What follows belongs to an exercise in optimizing a design on an open flow for small area and a short achievable clock period; a production flow would make more cautious choices.
The RTL was checked by simulation tests, not by an equivalence proof against the original design.
The clock port is modelled as an ideal driver; clocking choices that lean on that would not hold on a real chip.

Setup of v11:
Design fir_filter_16_tap, start of the top module:
module fir_filter_16_tap (
    input clk,
    input rst,
    input [15:0] x_in,
    input [15:0] h0, h1, h2, h3, h4, h5, h6, h7,
    input [15:0] h8, h9, h10, h11, h12, h13, h14, h15,
    output reg [31:0] y_out
);
export LEC_CHECK = 0
export CAP_MARGIN = 20
export CORE_MARGIN = 2
export CORE_UTILIZATION = 30
export SLEW_MARGIN = 20
export SYNTH_HIERARCHICAL = 1
create_clock -name core_clock -period 25.0 [get_ports {clk}]
standard.sh (not shown) runs the stock make flow with config.mk's settings and CLKGATE_MAP_FILE= SYNTH_SCRIPT=/design/flow/synth_recipe.tcl, a recipe that flattens the netlist after the stock synthesis.
==> flow/flow/run.sh <==
#!/bin/bash
# Own flow: the standard layout (standard.sh: the standard synthesis and ORFS steps),
# with these changes to how the layout is made:
#  - the port buffers are buf_2 cells rather than the cell buffer_ports picks by itself;
#  - after global placement the y_out flip-flops are moved next to the gates that drive
#    them, which the placer otherwise leaves out at the output pins, and each selector
#    next to the full adder it drives (flow/post_gp.tcl);
#  - the global router's layer capacities (flow/fastroute.tcl) move wiring off met1/met2,
#    which the detailed router otherwise spends most of its time on.
# Constraints (constraint.sdc) and everything else are the standard flow's. make's output goes to
# flow_make.log here; ORFS keeps each step's log under orfs/logs/.
set -euo pipefail
bash standard.sh \
  "BUFFER_PORTS_ARGS=-buffer_cell sky130_fd_sc_hd__buf_2" \
  "SETUP_SLACK_MARGIN=11.5" \
  "POST_GLOBAL_PLACE_TCL=$PWD/flow/post_gp.tcl" \
  "POST_CTS_TCL=$PWD/flow/post_cts.tcl" \
  "EXTRA_SETUP_MARGIN=13" \
  "FASTROUTE_TCL=$PWD/flow/fastroute.tcl" \
  finish > flow_make.log 2>&1
==> flow/flow/post_cts.tcl <==
# Extra setup-repair pass after CTS (see run.sh): a second repair_timing run, aimed at a
# slack of EXTRA_SETUP_MARGIN ns, then the placement is legalized again.
repair_timing -setup -setup_margin $::env(EXTRA_SETUP_MARGIN) -max_passes 300 -verbose
detailed_placement
check_placement -verbose
==> flow/flow/post_gp.tcl <==
# After global placement, two kinds of cells are moved on top of a neighbour; detailed
# placement then legalizes them next to it.
#  - Each y_out flip-flop goes to the gate that drives its D input (the last gate of the
#    final adder). Its D input ends the critical paths, while its output (to the y_out
#    port, due 5 ns before the next edge) has most of the cycle to spare.
set block [ord::get_db_block]
set moved 0
foreach inst [$block getInsts] {
  if {![string match {y_out*} [$inst getName]]} continue
  set d [$inst findITerm D]
  if {$d == "NULL"} continue
  set drv ""
  foreach it [[$d getNet] getITerms] {
    if {[$it isOutputSignal]} { set drv [$it getInst] }
  }
  if {$drv == ""} continue
  set loc [$drv getLocation]
  $inst setLocation [lindex $loc 0] [lindex $loc 1]
  incr moved
}
puts "post_gp: moved $moved y_out flip-flops to their D drivers"
set moved 0
foreach inst [$block getInsts] {
  if {[[$inst getMaster] getName] != "sky130_fd_sc_hd__a222oi_1"} continue
  set loads {}
  foreach it [[[$inst findITerm Y] getNet] getITerms] {
    if {[$it isInputSignal]} { lappend loads [$it getInst] }
  }
  if {[llength $loads] != 1} continue
  set loc [[lindex $loads 0] getLocation]
  $inst setLocation [lindex $loc 0] [lindex $loc 1]
  incr moved
}
puts "post_gp: moved $moved selectors to their loads"
Other scripts of this flow, unchanged in this note and not shown: flow/flow/fastroute.tcl
Relative to v11, the following input files were edited for v40:
==> flow/flow/run.sh <==
#!/bin/bash
# Own flow: the standard layout (standard.sh: the standard synthesis and ORFS steps),
# with these changes to how the layout is made:
#  - the port buffers are buf_1 cells rather than the cell buffer_ports picks by itself;
#  - the global router's layer capacities (flow/fastroute.tcl) move wiring off met1/met2,
#    which the detailed router otherwise spends most of its time on.
# Constraints (constraint.sdc) and everything else are the standard flow's. make's output goes to
# flow_make.log here; ORFS keeps each step's log under orfs/logs/.
set -euo pipefail
bash standard.sh \
  "BUFFER_PORTS_ARGS=-buffer_cell sky130_fd_sc_hd__buf_1" \
  "SETUP_SLACK_MARGIN=11.5" \
  "POST_CTS_TCL=$PWD/flow/post_cts.tcl" \
  "EXTRA_SETUP_MARGIN=13" \
  "FASTROUTE_TCL=$PWD/flow/fastroute.tcl" \
  finish > flow_make.log 2>&1
removed: flow/flow/post_gp.tcl
## What came out
For v40, the cell with the largest stage delay on the worst path was sky130_fd_sc_hd__a222oi_1, unlike v11, where it was sky130_fd_sc_hd__a22oi_1. All of v11 and v40 finish clean. Per the comparison of v40 with v11, cell count went down, initial core utilization comparable, global-route usage shrank by 4.8 points.
### v40 -> v25
-- flow/flow/run.sh --
<<< v40, line 3
# with these changes to how the layout is made:
#  - the port buffers are buf_1 cells rather than the cell buffer_ports picks by itself;
#  - the global router's layer capacities (flow/fastroute.tcl) move wiring off met1/met2,
>>> v25, line 3
# with these changes to how the layout is made:
#  - the port buffers are buf_2 cells rather than the cell buffer_ports picks by itself;
#  - the global router's layer capacities (flow/fastroute.tcl) move wiring off met1/met2,
<<< v40, line 10
bash standard.sh \
  "BUFFER_PORTS_ARGS=-buffer_cell sky130_fd_sc_hd__buf_1" \
  "SETUP_SLACK_MARGIN=11.5" \
>>> v25, line 10
bash standard.sh \
  "BUFFER_PORTS_ARGS=-buffer_cell sky130_fd_sc_hd__buf_2" \
  "SETUP_SLACK_MARGIN=11.5" \
==> comparison <==
Summary of v25 over v40: maximum achievable frequency decreased by 0.26 MHz relative to the old numbers, global-route usage increased by 0.45 points relative to the old numbers, final clock period utilization by the worst path now sits higher, flip-flop and latch count has remained practically unchanged, final layout net count barely changed.
--- input diff v25..v7 ---
-- flow/flow/run.sh --
<<< v25, line 11
  "BUFFER_PORTS_ARGS=-buffer_cell sky130_fd_sc_hd__buf_2" \
  "SETUP_SLACK_MARGIN=11.5" \
  "POST_CTS_TCL=$PWD/flow/post_cts.tcl" \
  "EXTRA_SETUP_MARGIN=13" \
  "FASTROUTE_TCL=$PWD/flow/fastroute.tcl" \
>>> v7, line 11
  "BUFFER_PORTS_ARGS=-buffer_cell sky130_fd_sc_hd__buf_2" \
  "SETUP_SLACK_MARGIN=12.5" \
  "TNS_END_PERCENT=0" \
  "POST_CTS_TCL=$PWD/flow/post_cts.tcl" \
  "EXTRA_SETUP_MARGIN=14" \
  "FASTROUTE_TCL=$PWD/flow/fastroute.tcl" \
==> flow/flow/post_cts.tcl <==
repair_timing -setup -setup_margin $::env(EXTRA_SETUP_MARGIN) -max_passes 300 -repair_tns 0 -verbose
detailed_placement
check_placement -verbose
Results
Delta(post-layout minimum cycle time, v7 - v25) < 0. Any difference in share of the final layout cell area in multi-input gates between v7 and v25 is small enough to ignore. In terms of total number of multi-input combinational cells, v7 and v25 differ only marginally. Compared to v25, v7 shows a wider setup margin. On data required time of the worst path, the lower figure sits with v7, not v25. On routability congestion estimate from global placement: between v25 and v7, it ends up higher for v7.

## static timing again, ports no longer ideal
The flow's constraints put no driver on any port. The routed layouts listed below were extracted and timed again, unchanged, in two steps.
Step 1 (the two cells are an assumption about what drives the block):
set clk [get_ports {clk}]
set_driving_cell -lib_cell sky130_fd_sc_hd__clkbuf_16 $clk
set_driving_cell -lib_cell sky130_fd_sc_hd__buf_2 [delete_from_list [all_inputs] $clk]
Step 2 times the ports against the registers' clock, not the clock port: input delays grow and output delays shrink by t, the midpoint of the rising clock arrivals with the driver on.
a / b / c = no drivers / after step 1 / after step 2; a / b = the first two.
run | shift t [ns] | setup WS [ns] | hold slack, ns | worst register clock-pin slew, ns | worst slew at a driven data input, ns
v11 | 0.863 | 12.317 / 12.331 / 11.467 | 0.647 / 0.647 / 0.647 | 0.08 / 0.08 | 0.19
v40 | 0.881 | 12.095 / 12.157 / 11.275 | 0.497 / 0.497 / 0.497 | 0.08 / 0.08 | 0.19
v25 | 0.859 | 12.052 / 12.126 / 11.267 | 0.616 / 0.616 / 0.616 | 0.09 / 0.09 | 0.19
v7 | 0.864 | 12.105 / 12.183 / 11.319 | 0.609 / 0.609 / 0.609 | 0.09 / 0.09 | 0.22
After both steps setup and hold are still met in every run listed. The setup slack of v11, which loses most, moves by +0.014 ns with the drivers and by -0.850 ns with both steps.
